From an optimization exercise on the open Yosys and OpenROAD flow, aimed at small area; shortcuts taken in it are not production practice.
The RTL was checked by simulation tests, not by an equivalence proof against the original design.
No activity file was given, so power comes from the tool's default toggle rates.

==> job 2459 <==
## registers_32x32
module registers_32x32
  (
   input         clk_i,
   input         reset_ni,
   input         write_enable_i,
   input [4:0]   register_addr_a_i,
   input [4:0]   register_addr_b_i,
   input [4:0]   register_write_i,
   input [31:0]  write_data_i,
   output [31:0] read_data_a_o,
   output [31:0] read_data_b_o
   );
==> module registers_32x32, before the edit <==
module registers_32x32
  (
   input         clk_i,
   input         reset_ni,
   input         write_enable_i,
   input [4:0]   register_addr_a_i,
   input [4:0]   register_addr_b_i,
   input [4:0]   register_write_i,
   input [31:0]  write_data_i,
   output [31:0] read_data_a_o,
   output [31:0] read_data_b_o
   );
   wire [31:0] data_w [1:31];
   reg [31:1]  valid_q;
   wire [31:1] write_w;
   wire [31:1] hold_w;
   wire [31:1] sel_a_w;
   wire [31:1] sel_b_w;
   wire [3:0] write_lo_w;
   wire [7:0] write_hi_w;
   wire [3:0] addr_a_lo_w;
   wire [7:0] addr_a_hi_w;
   wire [3:0] addr_b_lo_w;
   wire [7:0] addr_b_hi_w;
   genvar r, b, g, k;
generate
   for (k = 0; k < 4; k = k + 1)
     begin : lo_g
        assign write_lo_w[k]  = write_enable_i & (register_write_i[1:0] == k);
        assign addr_a_lo_w[k] = (register_addr_a_i[1:0] == k);
        assign addr_b_lo_w[k] = (register_addr_b_i[1:0] == k);
     end
   for (k = 0; k < 8; k = k + 1)
     begin : hi_g
        assign write_hi_w[k]  = (register_write_i[4:2] == k);
        assign addr_a_hi_w[k] = (register_addr_a_i[4:2] == k);
        assign addr_b_hi_w[k] = (register_addr_b_i[4:2] == k);
     end
endgenerate
generate
   for (r = 1; r < 32; r = r + 1)
     begin : reg_g
        rf_and2 write
          (.a_i(write_lo_w[r % 4]), .b_i(write_hi_w[r / 4]), .y_o(write_w[r]));
        rf_nand2 hold
          (.a_i(write_lo_w[r % 4]), .b_i(write_hi_w[r / 4]), .y_no(hold_w[r]));
        rf_and3 sel_a
          (.a_i(addr_a_lo_w[r % 4]), .b_i(addr_a_hi_w[r / 4]), .c_i(valid_q[r]),
           .y_o(sel_a_w[r]));
        rf_and3 sel_b
          (.a_i(addr_b_lo_w[r % 4]), .b_i(addr_b_hi_w[r / 4]), .c_i(valid_q[r]),
           .y_o(sel_b_w[r]));
        reg [31:0]  data_q;
        wire [31:0] next_w;
        for (b = 0; b < 32; b = b + 1)
          begin : bit_g
             rf_ao22 next
               (.a_i(write_w[r]), .b_i(write_data_i[b]),
                .c_i(hold_w[r]),  .d_i(data_q[b]),
                .y_o(next_w[b]));
          end
        always @(posedge clk_i)
          data_q <= next_w;
        assign data_w[r] = data_q;
        always @(posedge clk_i or negedge reset_ni)
          if (!reset_ni)
            valid_q[r] <= 1'b0;
          else if (write_w[r])
            valid_q[r] <= 1'b1;
     end
   for (b = 0; b < 32; b = b + 1)
     begin : bit_g
        wire [10:0] grp_a_n;
        wire [10:0] grp_b_n;
        for (g = 0; g < 10; g = g + 1)
          begin : grp_g
             rf_aoi222 aoi_a
               (.s_i({sel_a_w[3*g+3], sel_a_w[3*g+2], sel_a_w[3*g+1]}),
                .d_i({data_w[3*g+3][b], data_w[3*g+2][b], data_w[3*g+1][b]}),
                .y_no(grp_a_n[g]));
             rf_aoi222 aoi_b
               (.s_i({sel_b_w[3*g+3], sel_b_w[3*g+2], sel_b_w[3*g+1]}),
                .d_i({data_w[3*g+3][b], data_w[3*g+2][b], data_w[3*g+1][b]}),
                .y_no(grp_b_n[g]));
          end
        assign grp_a_n[10] = ~(sel_a_w[31] & data_w[31][b]);
        assign grp_b_n[10] = ~(sel_b_w[31] & data_w[31][b]);
        rf_nand11 nand_a (.a_ni(grp_a_n), .y_o(read_data_a_o[b]));
        rf_nand11 nand_b (.a_ni(grp_b_n), .y_o(read_data_b_o[b]));
     end
endgenerate
endmodule
==> module rf_and2, before the edit <==
module rf_and2
  (
   input  a_i,
   input  b_i,
   output y_o
   );
   assign y_o = a_i & b_i;
endmodule
==> module rf_nand2, before the edit <==
module rf_nand2
  (
   input  a_i,
   input  b_i,
   output y_no
   );
   assign y_no = ~(a_i & b_i);
endmodule
==> module rf_and3, before the edit <==
module rf_and3
  (
   input  a_i,
   input  b_i,
   input  c_i,
   output y_o
   );
   assign y_o = a_i & b_i & c_i;
endmodule
Settings: LEC_CHECK=0, CAP_MARGIN=0, CORE_MARGIN=2, CORE_UTILIZATION=55, GPL_TIMING_DRIVEN=0, PLACE_DENSITY=0.85, SETUP_SLACK_MARGIN=0.3, SLEW_MARGIN=0, SYNTH_HIERARCHICAL=1; clock period 6.0 ns.
standard.sh (not shown) runs the stock make flow with config.mk's settings and CLKGATE_MAP_FILE= SYNTH_SCRIPT=/design/flow/synth_recipe.tcl, a recipe that flattens the netlist after the stock synthesis.
==> flow/flow/run.sh <==
#!/bin/bash
# The standard layout, with a leaner clock tree (small clock buffers, no
# dummy loads), small port buffers, and no very large buffers in repair.
# Each step's full output stays in orfs/logs/; make's own output goes to
# standard.log.
set -euo pipefail
here=$(pwd)
export CTS_ARGS="-sink_clustering_enable -repair_clock_nets -dont_use_dummy_load -sink_clustering_size 16 -sink_clustering_max_diameter 60 -buf_list {sky130_fd_sc_hd__clkbuf_4 sky130_fd_sc_hd__clkbuf_8}"
export BUFFER_PORTS_ARGS="-buffer_cell sky130_fd_sc_hd__buf_1"
export PRE_RESIZE_TCL=$here/flow/small_bufs.tcl
export PRE_GLOBAL_ROUTE_TCL=$here/flow/small_bufs.tcl
bash standard.sh > standard.log 2>&1
==> flow/flow/small_bufs.tcl <==
# Keep repair from reaching for very large buffers on the register file's
# control nets; a few mid-size buffers fix the same slews.
set_dont_use [get_lib_cells {sky130_fd_sc_hd__buf_6 sky130_fd_sc_hd__buf_8 sky130_fd_sc_hd__buf_12 sky130_fd_sc_hd__buf_16 sky130_fd_sc_hd__bufbuf_8 sky130_fd_sc_hd__bufbuf_16 sky130_fd_sc_hd__bufinv_8 sky130_fd_sc_hd__bufinv_16 sky130_fd_sc_hd__clkbuf_16 sky130_fd_sc_hd__inv_12 sky130_fd_sc_hd__inv_16 sky130_fd_sc_hd__clkinv_16}]
==> job 7336 (differences from job 2459) <==
--- a/flow/design.v
+++ b/flow/design.v
@@ -25,38 +25,12 @@
    wire [31:1] sel_a_w;
    wire [31:1] sel_b_w;
-   wire [3:0] write_lo_w;
-   wire [7:0] write_hi_w;
-   wire [3:0] addr_a_lo_w;
-   wire [7:0] addr_a_hi_w;
-   wire [3:0] addr_b_lo_w;
-   wire [7:0] addr_b_hi_w;
-   genvar r, b, g, k;
-generate
-   for (k = 0; k < 4; k = k + 1)
-     begin : lo_g
-        assign write_lo_w[k]  = write_enable_i & (register_write_i[1:0] == k);
-        assign addr_a_lo_w[k] = (register_addr_a_i[1:0] == k);
-        assign addr_b_lo_w[k] = (register_addr_b_i[1:0] == k);
-     end
-   for (k = 0; k < 8; k = k + 1)
-     begin : hi_g
-        assign write_hi_w[k]  = (register_write_i[4:2] == k);
-        assign addr_a_hi_w[k] = (register_addr_a_i[4:2] == k);
-        assign addr_b_hi_w[k] = (register_addr_b_i[4:2] == k);
-     end
-endgenerate
+   genvar r, b, g;
 generate
    for (r = 1; r < 32; r = r + 1)
      begin : reg_g
-        rf_and2 write
-          (.a_i(write_lo_w[r % 4]), .b_i(write_hi_w[r / 4]), .y_o(write_w[r]));
-        rf_nand2 hold
-          (.a_i(write_lo_w[r % 4]), .b_i(write_hi_w[r / 4]), .y_no(hold_w[r]));
-        rf_and3 sel_a
-          (.a_i(addr_a_lo_w[r % 4]), .b_i(addr_a_hi_w[r / 4]), .c_i(valid_q[r]),
-           .y_o(sel_a_w[r]));
-        rf_and3 sel_b
-          (.a_i(addr_b_lo_w[r % 4]), .b_i(addr_b_hi_w[r / 4]), .c_i(valid_q[r]),
-           .y_o(sel_b_w[r]));
+        assign write_w[r] = write_enable_i & (register_write_i == r);
+        assign hold_w[r]  = ~write_w[r];
+        assign sel_a_w[r] = valid_q[r] & (register_addr_a_i == r);
+        assign sel_b_w[r] = valid_q[r] & (register_addr_b_i == r);
         reg [31:0]  data_q;
         wire [31:0] next_w;
@@ -99,29 +73,4 @@
 endgenerate
 endmodule
-module rf_and2
-  (
-   input  a_i,
-   input  b_i,
-   output y_o
-   );
-   assign y_o = a_i & b_i;
-endmodule
-module rf_nand2
-  (
-   input  a_i,
-   input  b_i,
-   output y_no
-   );
-   assign y_no = ~(a_i & b_i);
-endmodule
-module rf_and3
-  (
-   input  a_i,
-   input  b_i,
-   input  c_i,
-   output y_o
-   );
-   assign y_o = a_i & b_i & c_i;
-endmodule
 module rf_ao22
   (
--- a/flow/flow/run.sh
+++ b/flow/flow/run.sh
@@ -6,5 +6,5 @@
 set -euo pipefail
 here=$(pwd)
-export CTS_ARGS="-sink_clustering_enable -repair_clock_nets -dont_use_dummy_load -sink_clustering_size 16 -sink_clustering_max_diameter 60 -buf_list {sky130_fd_sc_hd__clkbuf_4 sky130_fd_sc_hd__clkbuf_8}"
+export CTS_ARGS="-sink_clustering_enable -repair_clock_nets -dont_use_dummy_load -sink_clustering_size 16 -sink_clustering_max_diameter 50 -buf_list {sky130_fd_sc_hd__clkbuf_4 sky130_fd_sc_hd__clkbuf_8}"
 export BUFFER_PORTS_ARGS="-buffer_cell sky130_fd_sc_hd__buf_1"
 export PRE_RESIZE_TCL=$here/flow/small_bufs.tcl
--- a/flow/config.mk
+++ b/flow/config.mk
@@ -8,8 +8,6 @@
 export CAP_MARGIN = 0
 export CORE_MARGIN = 2
-export CORE_UTILIZATION = 55
+export CORE_UTILIZATION = 60
 export GPL_TIMING_DRIVEN = 0
-export PLACE_DENSITY = 0.85
-export SETUP_SLACK_MARGIN = 0.3
 export SLEW_MARGIN = 0
 export SYNTH_HIERARCHICAL = 1
==> job 2687 (differences from job 2459) <==
--- a/flow/design.v
+++ b/flow/design.v
@@ -25,38 +25,12 @@
    wire [31:1] sel_a_w;
    wire [31:1] sel_b_w;
-   wire [3:0] write_lo_w;
-   wire [7:0] write_hi_w;
-   wire [3:0] addr_a_lo_w;
-   wire [7:0] addr_a_hi_w;
-   wire [3:0] addr_b_lo_w;
-   wire [7:0] addr_b_hi_w;
-   genvar r, b, g, k;
-generate
-   for (k = 0; k < 4; k = k + 1)
-     begin : lo_g
-        assign write_lo_w[k]  = write_enable_i & (register_write_i[1:0] == k);
-        assign addr_a_lo_w[k] = (register_addr_a_i[1:0] == k);
-        assign addr_b_lo_w[k] = (register_addr_b_i[1:0] == k);
-     end
-   for (k = 0; k < 8; k = k + 1)
-     begin : hi_g
-        assign write_hi_w[k]  = (register_write_i[4:2] == k);
-        assign addr_a_hi_w[k] = (register_addr_a_i[4:2] == k);
-        assign addr_b_hi_w[k] = (register_addr_b_i[4:2] == k);
-     end
-endgenerate
+   genvar r, b, g;
 generate
    for (r = 1; r < 32; r = r + 1)
      begin : reg_g
-        rf_and2 write
-          (.a_i(write_lo_w[r % 4]), .b_i(write_hi_w[r / 4]), .y_o(write_w[r]));
-        rf_nand2 hold
-          (.a_i(write_lo_w[r % 4]), .b_i(write_hi_w[r / 4]), .y_no(hold_w[r]));
-        rf_and3 sel_a
-          (.a_i(addr_a_lo_w[r % 4]), .b_i(addr_a_hi_w[r / 4]), .c_i(valid_q[r]),
-           .y_o(sel_a_w[r]));
-        rf_and3 sel_b
-          (.a_i(addr_b_lo_w[r % 4]), .b_i(addr_b_hi_w[r / 4]), .c_i(valid_q[r]),
-           .y_o(sel_b_w[r]));
+        assign write_w[r] = write_enable_i & (register_write_i == r);
+        assign hold_w[r]  = ~write_w[r];
+        assign sel_a_w[r] = valid_q[r] & (register_addr_a_i == r);
+        assign sel_b_w[r] = valid_q[r] & (register_addr_b_i == r);
         reg [31:0]  data_q;
         wire [31:0] next_w;
@@ -99,29 +73,4 @@
 endgenerate
 endmodule
-module rf_and2
-  (
-   input  a_i,
-   input  b_i,
-   output y_o
-   );
-   assign y_o = a_i & b_i;
-endmodule
-module rf_nand2
-  (
-   input  a_i,
-   input  b_i,
-   output y_no
-   );
-   assign y_no = ~(a_i & b_i);
-endmodule
-module rf_and3
-  (
-   input  a_i,
-   input  b_i,
-   input  c_i,
-   output y_o
-   );
-   assign y_o = a_i & b_i & c_i;
-endmodule
 module rf_ao22
   (
--- a/flow/flow/run.sh
+++ b/flow/flow/run.sh
@@ -6,5 +6,5 @@
 set -euo pipefail
 here=$(pwd)
-export CTS_ARGS="-sink_clustering_enable -repair_clock_nets -dont_use_dummy_load -sink_clustering_size 16 -sink_clustering_max_diameter 60 -buf_list {sky130_fd_sc_hd__clkbuf_4 sky130_fd_sc_hd__clkbuf_8}"
+export CTS_ARGS="-sink_clustering_enable -repair_clock_nets -dont_use_dummy_load -sink_clustering_size 16 -sink_clustering_max_diameter 50 -buf_list {sky130_fd_sc_hd__clkbuf_4 sky130_fd_sc_hd__clkbuf_8}"
 export BUFFER_PORTS_ARGS="-buffer_cell sky130_fd_sc_hd__buf_1"
 export PRE_RESIZE_TCL=$here/flow/small_bufs.tcl
--- a/flow/config.mk
+++ b/flow/config.mk
@@ -8,8 +8,6 @@
 export CAP_MARGIN = 0
 export CORE_MARGIN = 2
-export CORE_UTILIZATION = 55
+export CORE_UTILIZATION = 50
 export GPL_TIMING_DRIVEN = 0
-export PLACE_DENSITY = 0.85
-export SETUP_SLACK_MARGIN = 0.3
 export SLEW_MARGIN = 0
 export SYNTH_HIERARCHICAL = 1
==> summary of the runs <==
Job 2687 went through all stages and came out clean. Job 2459 finished clean. Job 7336 finished but failed the layout checks on setup timing.
Via count: job 7336 > job 2687 > job 2459.
In job 2459 the worst hold slack is higher than in job 7336, by 0.023 ns.
Against job 2687, the first-iteration DRC count of job 2459 is higher by about 18%.
Synthesized area: job 2687 is larger than job 2459 (about 1%).
Sequential share of layout area, highest first: job 2459, job 7336, job 2687.
Flip-flop and latch count is the same in job 2687 and job 2459.
In clock skew, job 2687 and job 7336 do not differ.
Against job 2687, the setup slack of job 7336 is lower by 0.28 ns.
Against job 2459, the die area of job 2687 is higher by 11%.
==> figures <==
item	job 2459	job 2687	job 7336
Number of global-route vias before repair	36.41k	39.37k	38.80k
Reg-to-Reg Start	valid_q[1]	valid_q[31]	valid_q[31]
Accumulated negative setup slack	0 ns	0 ns	-0.1589 ns
Width of the chip	269.3 um	283.6 um	259.2 um
Per-instance average area after synthesis	12.20 sq um	12.10 sq um	12.10 sq um
Number of well taps	940	1040	855
Max_slew headroom	0.1549	0.2334	0.1439
Total Routing Usage GR	0.4348	0.4585	0.5278
Global-route met3 utilization	0.2025	0.1722	0.2601
Total met2 wirelength after detailed routing	67050 um	80650 um	72800 um
Number of cells in the design after placement	4248	4530	4288
Fraction of met1 tracks used by global routing	0.5180	0.5520	0.6422
Number of antenna diodes	13	11	14
DRC marker count from the first detailed-route iteration	10.61k	8988	10.87k
Worst hold start	valid_q[20]	valid_q[18]	valid_q[24]
Final setup fails	0	0	2
Clock share of power	0.227	0.259	0.246
Initial standard-cell utilization of the core	0.5537	0.5045	0.6063
Final design area excluding fillers	41760 sq um	43840 sq um	43030 sq um
Status	timing/DRC/antenna clean	timing/DRC/antenna clean	finished with violations
Reasons for failing layout checks	-	-	setup timing

==> port drivers added, routing unchanged <==
No port has a modelled driver above. Below, the same layouts with a new extraction and two added sets of constraints.
Step 1, drivers: a clkbuf_16 drives clk_i and a buf_2 each remaining input, both assumed.
Step 2 times the ports against the registers' clock, not the clock port: input delays grow and output delays shrink by t, the midpoint of the rising clock arrivals with the driver on.
Slacks: ideal ports / drivers / drivers and shift; pairs: ideal ports / drivers.
run	t (ns)	setup WS [ns]	latest minus earliest clock arrival (ns)	worst data-port slew with drivers (ns)	cell pins on the clock port's net
job 2459	0.788	0.274 / 0.208 / 0.208	0.058 / 0.058	0.13	1
job 7336	0.807	-0.146 / -0.219 / -0.219	0.090 / 0.089	0.09	1
job 2687	0.818	0.139 / 0.108 / 0.108	0.090 / 0.090	0.18	1
The setup slack of job 7336, which loses most, moves by -0.073 ns with the drivers and by -0.073 ns with both steps.
